This design comes from an exercise in tuning for small area and a short achievable clock period on the open sky130 flow, not from production work.
Only simulation tests tie the RTL to the original design; equivalence was not proved.
Power and IR drop assume default switching activity.

### flow/flow/equiv.tcl
yosys -import
read_liberty -ignore_miss_func $::env(LIBERTY)
read_verilog std_synth.v
yosys rename cam_pixel_labeler gold
read_verilog reopt.v
yosys rename cam_pixel_labeler gate
flatten gold gate
opt_clean
async2sync
equiv_make gold gate eq
hierarchy -top eq
equiv_simple -seq 2
equiv_induct
equiv_status -assert
### flow/flow/area.abc
strash
&get -n
&deepsyn -T 20 -S 1
&put
dch -f
amap
topo
### flow/constraint.sdc
create_clock -name core_clock -period 150.0 [get_ports {clk}]
set_input_delay 30.0000 -clock core_clock [delete_from_list [all_inputs] [get_ports {clk}]]
set_output_delay 30.0000 -clock core_clock [all_outputs]
set_load 0.01 [all_outputs]
### flow/flow/fa_chain.py
#!/usr/bin/env python3
"""Rebuild the full-adder cells of a netlist from simple gates, with a fast carry chain.

Full adders whose carry-out feeds only the next adder's carry-in form a chain. Along a
chain the carry alternates polarity, so that each stage's carry is one inverting gate:
  stage with a true carry-in c:       p = A ^ B,  ~co = a22oi(A, B, p, c),    S = p ^ c
  stage with an inverted carry-in ~c: ~p = A ~^ B, co = o2bb2ai(A, B, ~p, ~c), S = ~p ^ ~c
A stage whose carry-out goes elsewhere too keeps a true carry-out:
  p = A ^ B, co = nand(nand(A, B), nand(p, c)), S = p ^ c
Reads and writes a flat Verilog netlist of sky130 cells.
"""
import re
import sys

src, dst = sys.argv[1], sys.argv[2]
text = open(src).read()
inst_re = re.compile(r'^(\s*)(sky130_fd_sc_hd__\w+)\s+(\S+)\s*\((.*?)\);[ \t]*\n?', re.M | re.S)
pin_re = re.compile(r'\.(\w+)\(([^()]*)\)')

cells = []
for m in inst_re.finditer(text):
    pins = {k: v.strip() for k, v in pin_re.findall(m.group(4))}
    cells.append({'type': m.group(2), 'name': m.group(3), 'pins': pins, 'span': m.span()})

loads = {}
for c in cells:
    for k, v in c['pins'].items():
        if k not in ('X', 'Y', 'Q', 'SUM', 'COUT', 'HI', 'LO'):
            loads.setdefault(v, []).append((c['name'], k))
# output ports also load nets
for m in re.finditer(r'^\s*output\s+(?:\[[^\]]*\]\s*)?([^;]+);', text, re.M):
    pass

fas = {c['name']: c for c in cells if c['type'] == 'sky130_fd_sc_hd__fa_1'}
assign_loads = set(re.findall(r'assign\s+[^=]+=\s*([^;]+);', text))
assign_text = ' '.join(re.findall(r'assign\s+[^;]+;', text))

def only_next(fa):
    """The adder whose carry-in is fa's carry-out, if that is the carry-out's only load."""
    net = fa['pins']['COUT']
    ls = loads.get(net, [])
    if len(ls) == 1 and ls[0][1] == 'CIN' and ls[0][0] in fas:
        # the net must not also be used by an assign statement or be a port
        if re.search(r'(?<![\w\\])' + re.escape(net) + r'(?![\w\[])', assign_text):
            return None
        return fas[ls[0][0]]
    return None

prev = {}
for fa in fas.values():
    nxt = only_next(fa)
    if nxt is not None:
        prev[nxt['name']] = fa

kind = {}
for fa in fas.values():
    if fa['name'] in prev:
        continue
    cur, inverted_in = fa, False
    while cur is not None:
        nxt = only_next(cur)
        if inverted_in:
            kind[cur['name']] = 'O'
            inverted_in = False
        elif nxt is not None:
            kind[cur['name']] = 'E'
            inverted_in = True
        else:
            kind[cur['name']] = 'N'
        cur = nxt

def base(name):
    return re.sub(r'\W', '_', name.lstrip('\\').strip())

new_wires = []
def cell(t, n, pins):
    body = ', '.join('.%s(%s)' % (k, v + ' ' if v.startswith('\\') else v) for k, v in pins.items())
    return '  sky130_fd_sc_hd__%s %s (%s);\n' % (t, n, body)

out = []
last = 0
for c in cells:
    s, e = c['span']
    out.append(text[last:s])
    last = e
    if c['name'] not in fas:
        out.append(text[s:e])
        continue
    p = c['pins']
    b = 'fa' + base(c['name'])
    a, bb, ci, co, su = p['A'], p['B'], p['CIN'], p['COUT'], p['SUM']
    k = kind[c['name']]
    if k == 'E':
        new_wires.append(b + '_p')
        out.append(cell('xor2_1', b + '_xp', {'A': a, 'B': bb, 'X': b + '_p'}))
        out.append(cell('a22oi_1', b + '_co', {'A1': a, 'A2': bb, 'B1': b + '_p', 'B2': ci, 'Y': co}))
        out.append(cell('xor2_1', b + '_xs', {'A': b + '_p', 'B': ci, 'X': su}))
    elif k == 'O':
        new_wires.append(b + '_pn')
        out.append(cell('xnor2_1', b + '_xp', {'A': a, 'B': bb, 'Y': b + '_pn'}))
        out.append(cell('o2bb2ai_1', b + '_co', {'A1_N': a, 'A2_N': bb, 'B1': b + '_pn', 'B2': ci, 'Y': co}))
        out.append(cell('xor2_1', b + '_xs', {'A': b + '_pn', 'B': ci, 'X': su}))
    else:
        new_wires += [b + '_p', b + '_gn', b + '_tn']
        out.append(cell('xor2_1', b + '_xp', {'A': a, 'B': bb, 'X': b + '_p'}))
        out.append(cell('nand2_1', b + '_ng', {'A': a, 'B': bb, 'Y': b + '_gn'}))
        out.append(cell('nand2_1', b + '_nt', {'A': b + '_p', 'B': ci, 'Y': b + '_tn'}))
        out.append(cell('nand2_1', b + '_nc', {'A': b + '_gn', 'B': b + '_tn', 'Y': co}))
        out.append(cell('xor2_1', b + '_xs', {'A': b + '_p', 'B': ci, 'X': su}))
tail = text[last:]
i = tail.rindex('endmodule')
out.append(tail[:i] + ''.join('  wire %s;\n' % w for w in new_wires) + tail[i:])
open(dst, 'w').write(''.join(out))
print('full adders rebuilt:', ' '.join('%s:%s' % (n.strip(), kind[n]) for n in fas))
### flow/flow/run.sh
#!/bin/bash
# Layout flow:
#  1. the standard synthesis (standard.sh synth);
#  2. reopt.tcl re-synthesises the logic between the registers for area with ABC
#     (registers, their names and cell types untouched, full-adder cells kept);
#  3. fa_chain.py rebuilds the full adders from simple gates with a fast carry chain
#     (fastfa.tcl if it fails); equiv.tcl checks the result against step 1, whose
#     netlist is used instead if that check fails;
#  4. the standard layout of that netlist, with port buffers of the smallest
#     buffer cell and a clock tree of small buffers without dummy loads.
# Each tool's output goes to a numbered log file in the work folder.
set -euo pipefail
WORK=$PWD
FLOW=$WORK/flow
RES=$WORK/orfs/results/$FLOW_PLATFORM/cam_pixel_labeler/base
YOSYS=$(command -v yosys || echo "$FLOW_HOME/../tools/install/yosys/bin/yosys")
export LIBERTY=$FLOW_HOME/platforms/sky130hd/lib/sky130_fd_sc_hd__tt_025C_1v80.lib
export FLOWDIR=$FLOW

bash standard.sh synth > 1_standard_synth.log 2>&1
cp "$RES/1_2_yosys.v" std_synth.v

NET=std_synth.v
if "$YOSYS" -c "$FLOW/reopt.tcl" > 2_reopt.log 2>&1 && [[ -s reopt_fa.v ]]; then
  python3 "$FLOW/fa_chain.py" reopt_fa.v reopt.v > 3_fa_chain.log 2>&1 ||
    "$YOSYS" -c "$FLOW/fastfa.tcl" > 3_fastfa.log 2>&1 || true
  if [[ -s reopt.v ]] && "$YOSYS" -c "$FLOW/equiv.tcl" > 4_equiv.log 2>&1; then
    NET=reopt.v
  fi
fi
echo "netlist used: $NET" > netlist_choice.txt

bash standard.sh clean_synth > 5_clean_synth.log 2>&1
bash standard.sh "SYNTH_NETLIST_FILES=$WORK/$NET" \
  "BUFFER_PORTS_ARGS=-buffer_cell sky130_fd_sc_hd__buf_1" \
  "CTS_ARGS=-sink_clustering_enable -repair_clock_nets -dont_use_dummy_load -buf_list sky130_fd_sc_hd__clkbuf_4 -root_buf sky130_fd_sc_hd__clkbuf_4" \
  finish > 6_layout.log 2>&1
### flow/flow/reopt.tcl
yosys -import
set lib $::env(LIBERTY)
set flow $::env(FLOWDIR)
read_liberty -ignore_miss_func $lib
read_verilog std_synth.v
hierarchy -top cam_pixel_labeler
# registers and tie cells stay as they are; everything else becomes plain gates
setattr -mod -set keep_hierarchy 1 sky130_fd_sc_hd__df*
setattr -mod -set keep_hierarchy 1 sky130_fd_sc_hd__conb_1
# full-adder cells from the adder mapping are kept too
setattr -mod -set keep_hierarchy 1 sky130_fd_sc_hd__fa_*
flatten
opt_clean
abc -script $flow/area.abc -liberty $lib -dont_use sky130_fd_sc_hd__lpflow_bleeder_1 -dont_use sky130_fd_sc_hd__lpflow_clkbufkapwr_1 -dont_use sky130_fd_sc_hd__lpflow_clkbufkapwr_16 -dont_use sky130_fd_sc_hd__lpflow_clkbufkapwr_2 -dont_use sky130_fd_sc_hd__lpflow_clkbufkapwr_4 -dont_use sky130_fd_sc_hd__lpflow_clkbufkapwr_8 -dont_use sky130_fd_sc_hd__lpflow_clkinvkapwr_1 -dont_use sky130_fd_sc_hd__lpflow_clkinvkapwr_16 -dont_use sky130_fd_sc_hd__lpflow_clkinvkapwr_2 -dont_use sky130_fd_sc_hd__lpflow_clkinvkapwr_4 -dont_use sky130_fd_sc_hd__lpflow_clkinvkapwr_8 -dont_use sky130_fd_sc_hd__lpflow_decapkapwr_12 -dont_use sky130_fd_sc_hd__lpflow_decapkapwr_3 -dont_use sky130_fd_sc_hd__lpflow_decapkapwr_4 -dont_use sky130_fd_sc_hd__lpflow_decapkapwr_6 -dont_use sky130_fd_sc_hd__lpflow_decapkapwr_8 -dont_use sky130_fd_sc_hd__lpflow_inputiso0n_1 -dont_use sky130_fd_sc_hd__lpflow_inputiso0p_1 -dont_use sky130_fd_sc_hd__lpflow_inputiso1n_1 -dont_use sky130_fd_sc_hd__lpflow_inputiso1p_1 -dont_use sky130_fd_sc_hd__lpflow_inputisolatch_1 -dont_use sky130_fd_sc_hd__lpflow_isobufsrc_1 -dont_use sky130_fd_sc_hd__lpflow_isobufsrc_16 -dont_use sky130_fd_sc_hd__lpflow_isobufsrc_2 -dont_use sky130_fd_sc_hd__lpflow_isobufsrc_4 -dont_use sky130_fd_sc_hd__lpflow_isobufsrc_8 -dont_use sky130_fd_sc_hd__lpflow_isobufsrckapwr_16 -dont_use sky130_fd_sc_hd__lpflow_lsbuf_lh_hl_isowell_tap_1 -dont_use sky130_fd_sc_hd__lpflow_lsbuf_lh_hl_isowell_tap_2 -dont_use sky130_fd_sc_hd__lpflow_lsbuf_lh_hl_isowell_tap_4 -dont_use sky130_fd_sc_hd__lpflow_lsbuf_lh_isowell_4 -dont_use sky130_fd_sc_hd__lpflow_lsbuf_lh_isowell_tap_1 -dont_use sky130_fd_sc_hd__lpflow_lsbuf_lh_isowell_tap_2 -dont_use sky130_fd_sc_hd__lpflow_lsbuf_lh_isowell_tap_4 -dont_use sky130_fd_sc_hd__probe_p_8 -dont_use sky130_fd_sc_hd__probec_p_8 
# the kept full adders are rebuilt afterwards by fa_chain.py (or fastfa.tcl)
opt_clean -purge
hilomap -singleton -hicell sky130_fd_sc_hd__conb_1 HI -locell sky130_fd_sc_hd__conb_1 LO
select cam_pixel_labeler
write_verilog -noattr -selected reopt_fa.v
### flow/flow/fastfa.v
// Full-adder cells of the address adder, rebuilt from two-input gates so that the
// carry ripples through two nand2 gates per bit instead of a full-adder cell.
(* techmap_celltype = "sky130_fd_sc_hd__fa_1" *)
module fast_fa (A, B, CIN, COUT, SUM);
  input A, B, CIN;
  output COUT, SUM;
  wire p, g_n, t_n;
  sky130_fd_sc_hd__xor2_1  x_p (.A(A), .B(B), .X(p));
  sky130_fd_sc_hd__nand2_1 n_g (.A(A), .B(B), .Y(g_n));
  sky130_fd_sc_hd__nand2_1 n_t (.A(p), .B(CIN), .Y(t_n));
  sky130_fd_sc_hd__nand2_1 n_c (.A(g_n), .B(t_n), .Y(COUT));
  sky130_fd_sc_hd__xor2_1  x_s (.A(p), .B(CIN), .X(SUM));
endmodule
### flow/standard.sh
#!/bin/bash
# synth_recipe.tcl (not shown) runs the flow's synth.tcl, then flattens the netlist and writes it again
# the make line also repeats each setting of config.mk as NAME=value (left out here)
make -C /OpenROAD-flow-scripts/flow DESIGN_CONFIG=/design/flow/config.mk WORK_HOME=/design/flow/orfs CLKGATE_MAP_FILE= SYNTH_SCRIPT=/design/flow/synth_recipe.tcl "${@:-finish}"
### flow/flow/fastfa.tcl
# Fallback for fa_chain.py: rebuild the full adders from gates with fastfa.v.
yosys -import
read_liberty -lib $::env(LIBERTY)
read_verilog reopt_fa.v
hierarchy -top cam_pixel_labeler
techmap -map $::env(FLOWDIR)/fastfa.v t:sky130_fd_sc_hd__fa_1
opt_clean -purge
select cam_pixel_labeler
write_verilog -noattr -selected reopt.v
### flow/config.mk
export PLATFORM = sky130hd
export DESIGN_NAME = cam_pixel_labeler
export DESIGN_NICKNAME = cam_pixel_labeler
export VERILOG_FILES = /design/flow/design.v
export SDC_FILE = /design/flow/constraint.sdc
export NUM_CORES = 4
export LEC_CHECK = 0
export CAP_MARGIN = 20
export CORE_MARGIN = 2
export CORE_UTILIZATION = 40
export SLEW_MARGIN = 20
### flow/design.v
`timescale 1ns / 1ps
module Label_Gen (
    input  logic [15:0] pixel,
    output logic [ 2:0] label_data
);
    logic n20, n21, n22, n23, n24, n25, n26, n27, n28, n29, n30, n31, n32, n33, n34, n35, n36, n37, n38, n39, n40, n41, n42, n43, n44, n45, n46, n47, n48, n49, n50, n51, n52, n53, n54, n55, n56, n57, n58, n59, n60, n61, n62, n63, n64, n65, n66, n67, n68, n69, n70, n71, n72, n73, n74, n75, n76, n77, n78, n79, n80, n81, n82, n83, n84, n85, n86, n87, n88, n89, n90, n91, n92, n93, n94, n95, n96, n97, n98, n99, n100, n101, n102, n103, n104, n105, n106, n107, n108, n109, n110, n111, n112, n113, n114, n115, n116, n117, n118, n119, n120, n121, n122, n123, n124, n125, n126, n127, n128, n129, n130, n131, n132, n133, n134, n135, n136, n137, n138, n139, n140, n141, n142, n143, n144, n145, n147, n148, n149, n150, n151, n152, n153, n154, n155, n156, n157, n158, n159, n160, n161, n162, n163, n164, n165, n166, n167, n168, n169, n170, n171, n172, n173, n174, n175, n177;
    assign n20 = ~pixel[5] & ~pixel[7];
    assign n21 = ~pixel[6] & n20;
    assign n22 = ~pixel[7] & pixel[12];
    assign n23 = ~pixel[13] & ~n22;
    assign n24 = pixel[7] & ~pixel[12];
    assign n25 = pixel[13] & ~n24;
    assign n26 = pixel[6] & ~pixel[11];
    assign n27 = ~n20 & n26;
    assign n28 = ~n25 & n27;
    assign n29 = ~n23 & ~n28;
    assign n30 = ~n21 & ~n29;
    assign n31 = ~pixel[9] & ~n30;
    assign n32 = pixel[8] & ~n31;
    assign n33 = ~pixel[13] & ~n20;
    assign n34 = ~pixel[6] & pixel[11];
    assign n35 = ~n33 & n34;
    assign n36 = ~n25 & ~n35;
    assign n37 = ~n32 & ~n36;
    assign n38 = pixel[5] & pixel[6];
    assign n39 = ~pixel[7] & ~n38;
    assign n40 = pixel[12] & pixel[13];
    assign n41 = pixel[11] & n40;
    assign n42 = pixel[1] & pixel[2];
    assign n43 = pixel[0] & n42;
    assign n44 = pixel[3] & n43;
    assign n45 = ~n41 & ~n44;
    assign n46 = n39 & ~n45;
    assign n47 = ~pixel[11] & ~pixel[13];
    assign n48 = ~pixel[12] & n47;
    assign n49 = ~pixel[9] & ~n48;
    assign n50 = pixel[3] & n42;
    assign n51 = ~n40 & ~n50;
    assign n52 = n21 & ~n51;
    assign n53 = ~n49 & ~n52;
    assign n54 = ~n46 & n53;
    assign n55 = ~n37 & n54;
    assign n56 = ~pixel[0] & pixel[11];
    assign n57 = pixel[1] & ~pixel[12];
    assign n58 = ~n56 & n57;
    assign n59 = pixel[13] & ~n58;
    assign n60 = ~pixel[2] & n59;
    assign n61 = ~pixel[0] & ~pixel[1];
    assign n62 = n41 & n61;
    assign n63 = ~pixel[12] & ~pixel[13];
    assign n64 = ~pixel[3] & ~n63;
    assign n65 = ~n62 & ~n64;
    assign n66 = ~n60 & n65;
    assign n67 = pixel[7] & pixel[8];
    assign n68 = pixel[6] & n67;
    assign n69 = ~n43 & ~n68;
    assign n70 = n47 & ~n69;
    assign n71 = ~pixel[14] & ~n70;
    assign n72 = ~n66 & n71;
    assign n73 = ~n55 & n72;
    assign n74 = ~n32 & ~n54;
    assign n75 = pixel[0] & ~pixel[11];
    assign n76 = ~n59 & n75;
    assign n77 = pixel[1] & ~pixel[13];
    assign n78 = n64 & ~n77;
    assign n79 = ~n76 & n78;
    assign n80 = pixel[14] & ~n79;
    assign n81 = ~n74 & n80;
    assign n82 = ~n73 & ~n81;
    assign n83 = ~pixel[2] & n61;
    assign n84 = ~n48 & ~n83;
    assign n85 = ~pixel[14] & ~n44;
    assign n86 = ~n45 & ~n85;
    assign n87 = ~n68 & ~n86;
    assign n88 = ~n84 & ~n87;
    assign n89 = ~pixel[3] & ~n42;
    assign n90 = pixel[0] & n21;
    assign n91 = ~pixel[2] & ~n90;
    assign n92 = pixel[0] & ~pixel[6];
    assign n93 = pixel[7] & ~n92;
    assign n94 = ~pixel[8] & ~n93;
    assign n95 = ~n91 & n94;
    assign n96 = n89 & ~n95;
    assign n97 = pixel[9] & ~n96;
    assign n98 = ~n88 & n97;
    assign n99 = pixel[1] & ~pixel[7];
    assign n100 = ~pixel[0] & n38;
    assign n101 = n99 & ~n100;
    assign n102 = n91 & ~n101;
    assign n103 = n61 & n68;
    assign n104 = pixel[3] & ~n103;
    assign n105 = ~n102 & n104;
    assign n106 = ~n41 & ~n43;
    assign n107 = ~pixel[6] & ~n106;
    assign n108 = ~n38 & ~n64;
    assign n109 = pixel[3] & ~n61;
    assign n110 = pixel[7] & ~n109;
    assign n111 = ~n108 & n110;
    assign n112 = ~n107 & n111;
    assign n113 = ~pixel[8] & ~n112;
    assign n114 = ~pixel[9] & ~n113;
    assign n115 = ~n105 & n114;
    assign n116 = ~n98 & ~n115;
    assign n117 = pixel[0] & n39;
    assign n118 = pixel[8] & pixel[9];
    assign n119 = ~n21 & n118;
    assign n120 = ~n117 & n119;
    assign n121 = ~n41 & ~n68;
    assign n122 = ~pixel[0] & ~n121;
    assign n123 = pixel[1] & ~pixel[14];
    assign n124 = ~n122 & n123;
    assign n125 = ~pixel[2] & ~n124;
    assign n126 = ~n120 & ~n125;
    assign n127 = ~pixel[3] & ~n126;
    assign n128 = ~pixel[5] & ~pixel[6];
    assign n129 = n67 & ~n128;
    assign n130 = ~pixel[9] & ~n129;
    assign n131 = ~pixel[14] & ~n40;
    assign n132 = n89 & n131;
    assign n133 = n130 & n132;
    assign n134 = pixel[4] & pixel[10];
    assign n135 = pixel[15] & n134;
    assign n136 = ~n133 & n135;
    assign n137 = ~n127 & n136;
    assign n138 = ~n116 & n137;
    assign n139 = ~n82 & n138;
    assign n140 = pixel[2] & n109;
    assign n141 = ~pixel[4] & ~pixel[10];
    assign n142 = pixel[14] & pixel[15];
    assign n143 = n141 & n142;
    assign n144 = ~n119 & n143;
    assign n145 = ~n140 & n144;
    assign label_data[0] = n139 | n145;
    assign n147 = pixel[1] & ~pixel[11];
    assign n148 = ~n20 & ~n147;
    assign n149 = ~pixel[8] & ~n148;
    assign n150 = pixel[1] & pixel[5];
    assign n151 = ~pixel[6] & ~n150;
    assign n152 = n36 & n151;
    assign n153 = ~pixel[0] & ~pixel[2];
    assign n154 = pixel[0] & ~pixel[1];
    assign n155 = ~n153 & ~n154;
    assign n156 = ~n152 & n155;
    assign n157 = ~n149 & ~n156;
    assign n158 = pixel[6] & ~n99;
    assign n159 = ~pixel[0] & ~n158;
    assign n160 = n47 & ~n159;
    assign n161 = ~pixel[1] & ~n56;
    assign n162 = ~pixel[12] & ~n75;
    assign n163 = ~n161 & n162;
    assign n164 = ~pixel[15] & n141;
    assign n165 = ~n163 & n164;
    assign n166 = n133 & n165;
    assign n167 = ~n160 & n166;
    assign n168 = pixel[8] & n151;
    assign n169 = n29 & ~n168;
    assign n170 = ~n95 & ~n169;
    assign n171 = n167 & n170;
    assign n172 = ~n157 & n171;
    assign n173 = ~pixel[4] & pixel[10];
    assign n174 = ~pixel[15] & n173;
    assign n175 = ~n130 & n174;
    assign label_data[2] = ~n86 & n175;
    assign n177 = ~n172 & ~label_data[2];
    assign label_data[1] = ~n139 & n177;
endmodule
`timescale 1ns / 1ps
module cam_pixel_labeler (
    input  logic        clk,
    input  logic        reset,
    input  logic        href,
    input  logic        vsync,
    input  logic [ 7:0] ov7670_data,
    output logic        we,
    output logic [16:0] wAddr,
    output logic [ 2:0] label_data,
    output logic        camera_dp_en,
    output logic        v_finish_camera,
    output logic [ 9:0] x_pixel_camera,
    output logic [ 9:0] y_pixel_camera
);
    logic [9:0] h_counter;
    logic [9:0] v_counter;
    logic       v_sync_flag;
    logic [7:0] hi_byte;
    logic [2:0] label_next;
    logic [9:0] h_next, v_next;
    logic [9:0] h_carry, v_carry;
    logic       line_end;
    logic [10:0] addr_hi, addr_sum;
    logic [11:0] addr_carry;
    assign x_pixel_camera = h_counter[9:1];
    assign y_pixel_camera = v_counter;
    assign camera_dp_en = ~(h_counter[9] & (h_counter[8] | h_counter[7])) &
                          ~(v_counter[9] | v_counter[8] | (&v_counter[7:4]));
    logic [10:0] op_a, op_b, cs_sum, cs_carry;
    assign op_a = {1'b0, v_counter};
    assign op_b = {v_counter[8:0], h_counter[8:7]};
    assign cs_sum   = op_a ^ op_b ^ {8'd0, h_counter[9], 2'b00};
    assign cs_carry = (op_a & op_b) | ((op_a ^ op_b) & {8'd0, h_counter[9], 2'b00});
    assign addr_hi  = cs_sum;
    assign addr_carry[0] = 1'b0;
    for (genvar i = 0; i < 11; i++) begin : g_addr
        logic y;
        if (i == 0) assign y = 1'b0;
        else        assign y = cs_carry[i-1];
        assign addr_sum[i]     = addr_hi[i] ^ y ^ addr_carry[i];
        assign addr_carry[i+1] = (addr_hi[i] & y) | (addr_carry[i] & (addr_hi[i] ^ y));
    end
    assign wAddr[5:0]  = h_counter[6:1];
    assign wAddr[16:6] = addr_sum;
    assign h_carry[0] = 1'b1;
    assign v_carry[0] = line_end;
    for (genvar i = 1; i < 10; i++) begin : g_carry
        assign h_carry[i] = h_carry[i-1] & h_counter[i-1];
        assign v_carry[i] = v_carry[i-1] & v_counter[i-1];
    end
    assign line_end = (h_counter == 10'd639);
    assign h_next = {10{href}} & (h_counter ^ h_carry);
    assign v_next = {10{~vsync}} & (v_counter ^ v_carry);
    always_ff @(posedge clk, posedge reset) begin
        if (reset) begin
            h_counter       <= 0;
            v_counter       <= 0;
            we              <= 1'b0;
            v_sync_flag     <= 1'b0;
            v_finish_camera <= 1'b0;
        end else begin
            h_counter       <= h_next;
            v_counter       <= v_next;
            we              <= href & h_counter[0];
            v_sync_flag     <= vsync;
            v_finish_camera <= vsync & ~v_sync_flag;
        end
    end
    always_ff @(posedge clk) begin
        hi_byte    <= ov7670_data;
        label_data <= label_next;
    end
    Label_Gen U_Label_Gen (
        .pixel     ({hi_byte, ov7670_data}),
        .label_data(label_next)
    );
endmodule
==> results of run 1 <==
[power by group]
| group | switching [mW] | total [mW] | internal, mW | leakage [nW] |
|---|---|---|---|---|
| logic | 0.00145 | 0.00210 | 0.000646 | 0.471 |
| clock network | 0.00280 | 0.00437 | 0.00157 | 0.0230 |
| registers | 0.000228 | 0.00959 | 0.00936 | 0.407 |
[flip-flops by register name (all words and copies together) (netlist names)]
register         count
v_counter           10
v_finish_camera      1
hi_byte              8
v_sync_flag          1
we                   1
label_data           3
h_counter           10
[cells in the final DEF, fill, tap and decap left out, types with 11 or more instances in the layout]
cell type / n
nor2_1: 44
nor3_1: 12
buf_1: 53
xor2_1: 14
nand2_1: 25
dfxtp_1: 11
a21oi_1: 17
o21ai_0: 20
dfrtp_1: 23
clkinv_1: 34
[layout make-up]
| cell class | instances | share of cell area |
|---|---|---|
| well taps | 67 | 0.03577 |
| inverters | 34 | 0.05446 |
| repair buffers | 53 | 0.08489 |
| clock buffers | 5 | 0.01602 |
| multi-input cells | 198 | 0.4693 |
| flip-flops and latches | 34 | 0.3396 |
[worst paths after layout]
kind                                   endpoint  slack (ps)  cells after the start
worst min-delay path            v_finish_camera         410                      1
worst min register to register  v_finish_camera         410                      1
worst max register to register     v_counter[9]      146780                     16
worst max-delay path                  wAddr[16]      116470                     16
max in group asynchronous          v_counter[3]      119900                      2
min in group asynchronous           v_sync_flag       29690                      2
[metrics by stage]
| step | cell area [sq um] | utilization | setup slack [ps] | instances |
|---|---|---|---|---|
| floorplan | 2023 | - | 117100 | 266 |
| global placement | 2306 | 0.4818 | 116920 | 386 |
| detailed placement | 2306 | 0.4818 | 116830 | 386 |
| CTS | 2344 | 0.4897 | 116450 | 391 |
| global route | 2344 | 0.4897 | 116000 | 391 |
| finish | 2344 | 0.4897 | 116470 | 391 |
[metal layers]
| layer | GRT usage | wire (microns) |
|---|---|---|
| met1 | 0.2930 | 2512 |
| met2 | 0.2710 | 2029 |
| met3 | 0.05756 | 538 |
| met4 | 0.06349 | 82 |
| met5 | 0 | 0 |
[worst max-delay path: cells and delay by family, from the launching register on]
kind                      cells  cell delay, ps
AOI/OAI and AO/OA            10            1670
xor gates and xnor gates      3             720
and+or+nand+nor               1              60
DFF                           1             480
buffers and inverters         2             270
==> impl_results.md, run 1 <==
- H-tree depth: 2
- Max Fanout on Critical Path: 8
- GP Congestion: 0.9798
- Reg-to-Reg Start: h_counter[0]
- CTS sink cnt: 34
- Fillers: 489
- Fin crit share: 0.2235
- Fin Hold WS: 410.4 ps
- Total I/O pin count: 55
- Sequence of cells on the critical path: xor2_1 > xor2_1 > xor2_1 > a22oi_1 > o2bb2ai_1 > clkinv_1 > a22oi_1 > o2bb2ai_1 > a22oi_1 > o2bb2ai_1 > a22oi_1 > o2bb2ai_1 > a21oi_1 > nor2_1 > a21oi_1 > buf_1
- Die Height: 75.12 microns
- Die width: 75.12 microns
- Root Buffer: clkbuf_4
- Setup Crit Path Kind: register to output port
- Syn nets: 278
- Post-CTS Hold Fix Bufs: 0
- Hpwl dp: 3.985 mm
- Final hold vios: 0
- CP Launch Point: v_counter[0]
- Synth Warn #: 0
- Area occupied by multi-input gates: 1100 sq um
- Antenna violations before repair: 0
- Slowest-stage cell, CP: dfrtp_1
- First-pass GRT wire length: 8.493 mm
- Slew HR: 0.4431
- Via count: 2108
- CP peak stage delay: 480 ps
- Crit path capture type: output port
- Worst Tran Pin Value: 830.3 ps
- Via-per-instance ratio: 5.391
- Status: finished clean
- Largest net degree at the start of global routing: 24
- Tmin final: 33530 ps
- Post-CTS setup buffers: 0
- Die ar.: 5643 sq um
- Starting Density: 0.4227
- Reg area: 795.8 sq um
- Clk buf depth: 2
- Worst min path class: register to register
- Vias in the first global route: 1804
- CP Launch Type: register
- Synthesized area per cell: 7.606 sq um
- DR iter-0 viols: 166
- Total chip power: 0.01606 mW
- CTS Buf Count: 5
- Post-Synthesis Cells: 266
- FMAX: 0.02982 GHz
- Post-Route WL: 5.163 mm
- Core footprint: 4786 sq um
- Required time worst endpoint: 120000 ps
- RSZ-0062 raised after global routing: false
- DRC Markers: 0
- PD cells: 6.851 nW/um^2
- Worst-skew pair later-pin latency: 330 ps
- Static leakage: 0.9010 nW
- Drt first pass iters: 4
- Area Overhead vs Synth: 15.83%
- Finish-stage setup viols: 0
- Cts repair resizes: 0
- Antenna Nets Post-Route: 0
- Wire per inst: 13.20 microns
- IO buf count: 53
- Total gr overflow: 0
- Post-synthesis cell area: 2023 sq um
- # diodes: 0
- Std-Cell Rows: 25
- All-Layer GR Usage: 0.1963
- Number of max-cap violations: 0
- Clock slew at reported path FFs: 110 ps
- # nets final: 338
- Hold_sp: v_sync_flag
- Share of layout cells above drive strength 1: 0.01543
- Max-slew violations: 0
- Fin Setup TNS: 0 ps
- Crit path DAT: 3530 ps
- Worst vdd ir: 4.721 uV
- Skew final: 19.86 ps
- TritonCTS clock tree: yes
==> inputs of run 2 (changes only) <==
==> flow/flow/fa_chain.py (replaced) <==
#!/usr/bin/env python3
"""Rebuild the full-adder cells of a netlist from simple gates, with a fast carry chain.

Full adders whose carry-out feeds only the next adder's carry-in, directly or through
one inverter, form a chain. Each stage's carry-out is one inverting gate, so the
carry alternates polarity along the chain and the inverters between stages go away:
  true carry-in c:        p = A ^ B,   ~co = a22oi(A, B, p, c),      S = p ^ c
  inverted carry-in ~c:  ~p = A ~^ B,   co = o2bb2ai(A, B, ~p, ~c),  S = ~p ^ ~c
A stage that ends a chain gives a true carry-out:
  p = A ^ B, co = nand(nand(A, B), nand(p, c)), S = p ^ c
  (from an inverted carry-in: ~p = A ~^ B, co = o2bb2ai(A, B, ~p, ~c), S = ~p ^ ~c)
An adder that starts a chain takes on its carry-in the input that comes from another
adder (inputs of a full adder can be swapped). Reads and writes a flat Verilog netlist
of sky130 cells.
"""
import re
import sys

src, dst = sys.argv[1], sys.argv[2]
text = open(src).read()
inst_re = re.compile(r'^(\s*)(sky130_fd_sc_hd__\w+)\s+(\S+)\s*\((.*?)\);[ \t]*\n?', re.M | re.S)
pin_re = re.compile(r'\.(\w+)\(([^()]*)\)')
OUTS = ('X', 'Y', 'Q', 'SUM', 'COUT', 'HI', 'LO')

cells = []
for m in inst_re.finditer(text):
    pins = {k: v.strip() for k, v in pin_re.findall(m.group(4))}
    cells.append({'type': m.group(2), 'name': m.group(3), 'pins': pins, 'span': m.span()})
byname = {c['name']: c for c in cells}

loads = {}
for c in cells:
    for k, v in c['pins'].items():
        if k not in OUTS:
            loads.setdefault(v, []).append((c['name'], k))
other_text = ' '.join(re.findall(r'(?:assign|output)\s+[^;]+;', text))


def used_elsewhere(net):
    return re.search(r'(?<![\w\\])' + re.escape(net) + r'(?![\w\[])', other_text) is not None


fas = {c['name']: c for c in cells if c['type'] == 'sky130_fd_sc_hd__fa_1'}
is_inv = lambda c: re.fullmatch(r'sky130_fd_sc_hd__(clk)?inv_\d+', c['type']) is not None


def link(fa):
    """(next adder, inverter between or None) if fa's carry-out only feeds next's carry-in."""
    net = fa['pins']['COUT']
    ls = loads.get(net, [])
    if len(ls) != 1 or used_elsewhere(net):
        return None, None
    cname, pin = ls[0]
    if cname in fas and pin == 'CIN':
        return fas[cname], None
    c = byname[cname]
    if is_inv(c):
        y = c['pins']['Y']
        ls2 = loads.get(y, [])
        if len(ls2) == 1 and not used_elsewhere(y) and ls2[0][0] in fas and ls2[0][1] == 'CIN':
            return fas[ls2[0][0]], c
    return None, None


nexts = {}
for fa in fas.values():
    nxt, inv = link(fa)
    if nxt is not None:
        nexts[fa['name']] = (nxt, inv)
has_prev = {n[0]['name'] for n in nexts.values()}

from_adder = set()
for fa in fas.values():
    from_adder.add(fa['pins']['SUM'])
    from_adder.add(fa['pins']['COUT'])
for fa in fas.values():
    if fa['name'] in has_prev:
        continue
    p = fa['pins']
    if p['CIN'] not in from_adder:
        for pin in ('A', 'B'):
            if p[pin] in from_adder:
                p[pin], p['CIN'] = p['CIN'], p[pin]
                break

plan = {}        # fa name -> (input polarity, output polarity, output net)
removed = set()  # inverters absorbed
for fa in fas.values():
    if fa['name'] in has_prev:
        continue
    cur, pos_in = fa, True
    while cur is not None:
        nxt, inv = nexts.get(cur['name'], (None, None))
        if nxt is None:
            plan[cur['name']] = (pos_in, True, cur['pins']['COUT'])
            break
        out_pos = not pos_in          # one inverting gate per stage
        if inv is not None:
            removed.add(inv['name'])
            out_net = inv['pins']['Y']
            # the next adder expects ~COUT on its carry-in
            nxt_pos = not out_pos
        else:
            out_net = cur['pins']['COUT']
            nxt_pos = out_pos
        plan[cur['name']] = (pos_in, out_pos, out_net)
        cur, pos_in = nxt, nxt_pos


def base(name):
    return 'fa' + re.sub(r'\W', '_', name.lstrip('\\').strip())


new_wires = []


def cell(t, n, pins):
    body = ', '.join('.%s(%s)' % (k, v + ' ' if v.startswith('\\') else v) for k, v in pins.items())
    return '  sky130_fd_sc_hd__%s %s (%s);\n' % (t, n, body)


def build(fa):
    p = fa['pins']
    b = base(fa['name'])
    a, bb, ci, su = p['A'], p['B'], p['CIN'], p['SUM']
    pos_in, out_pos, co = plan[fa['name']]
    s = ''
    if pos_in:
        new_wires.append(b + '_p')
        s += cell('xor2_1', b + '_xp', {'A': a, 'B': bb, 'X': b + '_p'})
        s += cell('xor2_1', b + '_xs', {'A': b + '_p', 'B': ci, 'X': su})
        if not out_pos:
            s += cell('a22oi_1', b + '_co', {'A1': a, 'A2': bb, 'B1': b + '_p', 'B2': ci, 'Y': co})
        else:
            new_wires.extend([b + '_gn', b + '_tn'])
            s += cell('nand2_1', b + '_ng', {'A': a, 'B': bb, 'Y': b + '_gn'})
            s += cell('nand2_1', b + '_nt', {'A': b + '_p', 'B': ci, 'Y': b + '_tn'})
            s += cell('nand2_1', b + '_nc', {'A': b + '_gn', 'B': b + '_tn', 'Y': co})
    else:
        new_wires.append(b + '_pn')
        s += cell('xnor2_1', b + '_xp', {'A': a, 'B': bb, 'Y': b + '_pn'})
        s += cell('xor2_1', b + '_xs', {'A': b + '_pn', 'B': ci, 'X': su})
        if out_pos:
            s += cell('o2bb2ai_1', b + '_co', {'A1_N': a, 'A2_N': bb, 'B1': b + '_pn', 'B2': ci, 'Y': co})
        else:
            s += cell('o2bb2a_1', b + '_co', {'A1_N': a, 'A2_N': bb, 'B1': b + '_pn', 'B2': ci, 'X': co})
    return s


out = []
last = 0
for c in cells:
    s, e = c['span']
    out.append(text[last:s])
    last = e
    if c['name'] in fas:
        out.append(build(c))
    elif c['name'] in removed:
        pass
    else:
        out.append(text[s:e])
tail = text[last:]
i = tail.rindex('endmodule')
out.append(tail[:i] + ''.join('  wire %s;\n' % w for w in new_wires) + tail[i:])
open(dst, 'w').write(''.join(out))
print('full adders rebuilt:', ' '.join('%s:%s%s' % (n.strip(), 'p' if plan[n][0] else 'n', 'p' if plan[n][1] else 'n')
                                       for n in fas), '; inverters removed:', len(removed))
==> run 2 against run 1 <==
Still clean; via count shrank 1.7%; maximum frequency about the same; cell count up 0.26%; utilization is the same; largest power group unchanged.
==> impl_results.md, run 2 <==
- Most frequent cells in the layout: 53 x buf_1, 44 x nor2_1, 33 x clkinv_1 (was 53 x buf_1, 44 x nor2_1, 34 x clkinv_1)
- Worst vdd ir: 3.822 uV (was 4.721 uV)
- Regs by FF count: h_counter (10), v_counter (10), hi_byte (8) (unchanged)
- CP Buf/Inv Count: 2 (unchanged)
- CP top delay family: compound AO/OA/AOI/OAI gates (unchanged)
- Setup Crit Path Kind: register to output port (unchanged)
- CP peak stage delay: 400 ps (was 480 ps)
- H-tree depth: 2 (unchanged)
- Post-Route WL: 4.986 mm (was 5.163 mm)
- Vias in the first global route: 1777 (was 1804)
- All-Layer GR Usage: 0.1887 (was 0.1963)
- Slowest-stage cell, CP: dfrtp_1 (unchanged)
- Post-synthesis cell area: 2023 sq um (unchanged)
- Share of layout cells above drive strength 1: 0.01538 (was 0.01543)
- Post-CTS Hold Fix Bufs: 0 (unchanged)
- Wire per inst: 12.72 microns (was 13.20 microns)
- Via-per-instance ratio: 5.288 (was 5.391)
- Commonest non-fill, non-tap cell in the layout: buf_1 (unchanged)
- Slew HR: 0.4285 (was 0.4431)
- Total chip power: 0.01599 mW (was 0.01606 mW)
- Synth Warn #: 0 (unchanged)
- TritonCTS clock tree: yes (unchanged)
- Worst-skew pair later-pin latency: 340 ps (was 330 ps)
- Via count: 2073 (was 2108)
- Top layer in use: met4 (unchanged)
- Skew final: 32.26 ps (was 19.86 ps)
- Syn nets: 279 (was 278)
- DR iter-0 viols: 96 (was 166)
- Status: finished clean (unchanged)
- First-pass GRT wire length: 8.169 mm (was 8.493 mm)
- GP Congestion: 0.9768 (was 0.9798)
- CTS sink cnt: 34 (unchanged)
- Max-slew violations: 0 (unchanged)
- Fillers: 492 (was 489)
- Required time worst endpoint: 120000 ps (about the same)
- Std-Cell Rows: 25 (unchanged)
- Tmin final: 33560 ps (was 33530 ps)
- Final hold vios: 0 (unchanged)
- Die Height: 75.12 microns (unchanged)
- Synthesized area per cell: 7.577 sq um (was 7.606 sq um)
- IO buf count: 53 (unchanged)
- Total gr overflow: 0 (unchanged)
- Metal3 WL: 443 microns (was 538 microns)
- Met2 wire length: 2.123 mm (was 2.029 mm)
- Number of max-cap violations: 0 (unchanged)
- Post-Synthesis Cells: 267 (was 266)
- Starting Density: 0.4227 (unchanged)
- FMAX: 0.02980 GHz (was 0.02982 GHz)
- Cts repair resizes: 0 (unchanged)
- Area Overhead vs Synth: 15.83% (unchanged)
- Crit path DAT: 3560 ps (was 3530 ps)
- Largest net degree at the start of global routing: 24 (unchanged)
- DRC Markers: 0 (unchanged)
- Post-CTS setup buffers: 0 (unchanged)
- Antenna Nets Post-Route: 0 (unchanged)
- Max Fanout on Critical Path: 5 (was 8)
- Finish-stage setup viols: 0 (unchanged)
- Root Buffer: clkbuf_4 (unchanged)
- # nets final: 339 (was 338)
- Fin Setup TNS: 0 ps (unchanged)
- Worst min path class: register to register (unchanged)
- Die width: 75.12 microns (unchanged)
- Antenna violations before repair: 0 (unchanged)
- Sequence of cells on the critical path: clkinv_1 > nor2_1 > a21oi_1 > and3_1 > xor2_1 > a22oi_1 > o2bb2ai_1 > o2bb2ai_1 > a22oi_1 > o2bb2ai_1 > a22oi_1 > o2bb2ai_1 > nand2_1 > nand2_1 > nor2_1 > a21oi_1 > nor2_1 > a21oi_1 > buf_1 (was xor2_1 > xor2_1 > xor2_1 > a22oi_1 > o2bb2ai_1 > clkinv_1 > a22oi_1 > o2bb2ai_1 > a22oi_1 > o2bb2ai_1 > a22oi_1 > o2bb2ai_1 > a21oi_1 > nor2_1 > a21oi_1 > buf_1)
- RSZ-0062 raised after global routing: false (unchanged)
- Most frequent CP cell: o2bb2ai_1
- Core footprint: 4786 sq um (unchanged)
- Drt first pass iters: 4 (unchanged)
- CTS Buf Count: 5 (unchanged)
- Worst Tran Pin Value: 852.0 ps (was 830.3 ps)
- Clk buf depth: 2 (unchanged)
- CP Launch Type: register (unchanged)
- Hpwl dp: 3.776 mm (was 3.985 mm)
- Fin crit share: 0.2237 (was 0.2235)
- PD cells: 6.824 nW/um^2 (was 6.851 nW/um^2)
- Die ar.: 5643 sq um (unchanged)
- Wl on met1: 2.337 mm (was 2.512 mm)
- Static leakage: 0.9047 nW (was 0.9010 nW)
- Crit path capture type: output port (unchanged)
- Total I/O pin count: 55 (unchanged)
- # diodes: 0 (unchanged)
- Clock slew at reported path FFs: 90 ps (was 110 ps)
run 2: changes by cell type in the layout (fill, tap and decap cells not counted), sizes merged:
cell | previous run | this run
clkinv | 34 | 33
nand2 | 25 | 28
a22oi | 5 | 4
run 2: where the power goes:
part	switching [mW]	internal (mW)	leakage, nW
logic	0.00142	0.000646	0.475
clock network	0.00276	0.00157	0.0230
registers	0.000243	0.00936	0.407
run 2: final timing paths:
kind,slack (ps),endpoint,from,cells past startpoint
min,400,v_finish_camera,v_sync_flag,1
min in group asynchronous,29680,h_counter[3],reset,2
min reg2reg,400,v_finish_camera,v_sync_flag,1
max reg2reg,146680,v_counter[9],h_counter[0],16
max,116440,wAddr[16],v_counter[1],19
max in group asynchronous,119890,v_counter[3],reset,2
run 2: stage by stage:
step / setup WS (ps) / hold slack (ps) / util / cells / area, sq um
final: 116440 / 395.0 / 0.4897 / 392 / 2344
after global routing: 116000 / 406.1 / 0.4897 / 392 / 2344
after CTS: 116400 / 398.7 / 0.4897 / 392 / 2344
after detailed placement: 116770 / 385.3 / 0.4818 / 387 / 2306
after global placement: 116870 / 376.4 / 0.4818 / 387 / 2306
after floorplan: 117050 / 373.0 / - / 267 / 2023
run 2: layout make-up:
class                      instances  area, sq um  share of cell area
tap                               67        83.83             0.03577
timing repair buffer              53        198.9             0.08489
multi-input combinational        200         1104              0.4709
inverter                          33        123.9             0.05286
clock buffer                       5        37.54             0.01602
sequential                        34        795.8              0.3396
run 2: routing by layer:
layer / track usage / up-vias
met5: 0 / -
met4: 0.05556 / 0
met1: 0.2682 / 902
met2: 0.2846 / 110
met3: 0.04685 / 11
li1: - / 1050
run 2: worst register-to-register path: stages, from the launching register on:
cell and delay (ps):
dfrtp_1 420, and2_0 200, and3_1 240, and3_1 230
nand2_1 120, nor4_1 320, nand2_1 130, nor2_1 230
nand2_1 110, nor2_1 210, nand2_1 100, nor2_1 220
nand2_1 110, nor2_1 160, and2_0 200, o21ai_0 90
a21oi_1 120

separate check: timing with driven ports:
In the flow no input, the clock included, has a driving cell. The finished layouts below were timed again as built, in two steps. Step 1 sets driving cells, clkbuf_16 on the clock port and buf_2 on the other inputs (assumed; they add their load-dependent delay and slew). Step 2, shift: input delay + t, output delay - t, t = (earliest + latest rising clock arrival at the registers) / 2. This alone moves slack from input paths to output paths. Three values: ideal ports, drivers, drivers and shift; two values: the first two.
run	t, ns	slack for setup (ns)	hold slack, ns	worst data-port slew with drivers (ns)	cell pins on the clock port's net
run 1	0.348	116.470 / 116.444 / 116.792	0.410 / 0.410 / 0.410	0.03	1
run 2	0.351	116.441 / 116.417 / 116.768	0.395 / 0.395 / 0.395	0.03	1
After both steps every run listed still meets setup and hold.
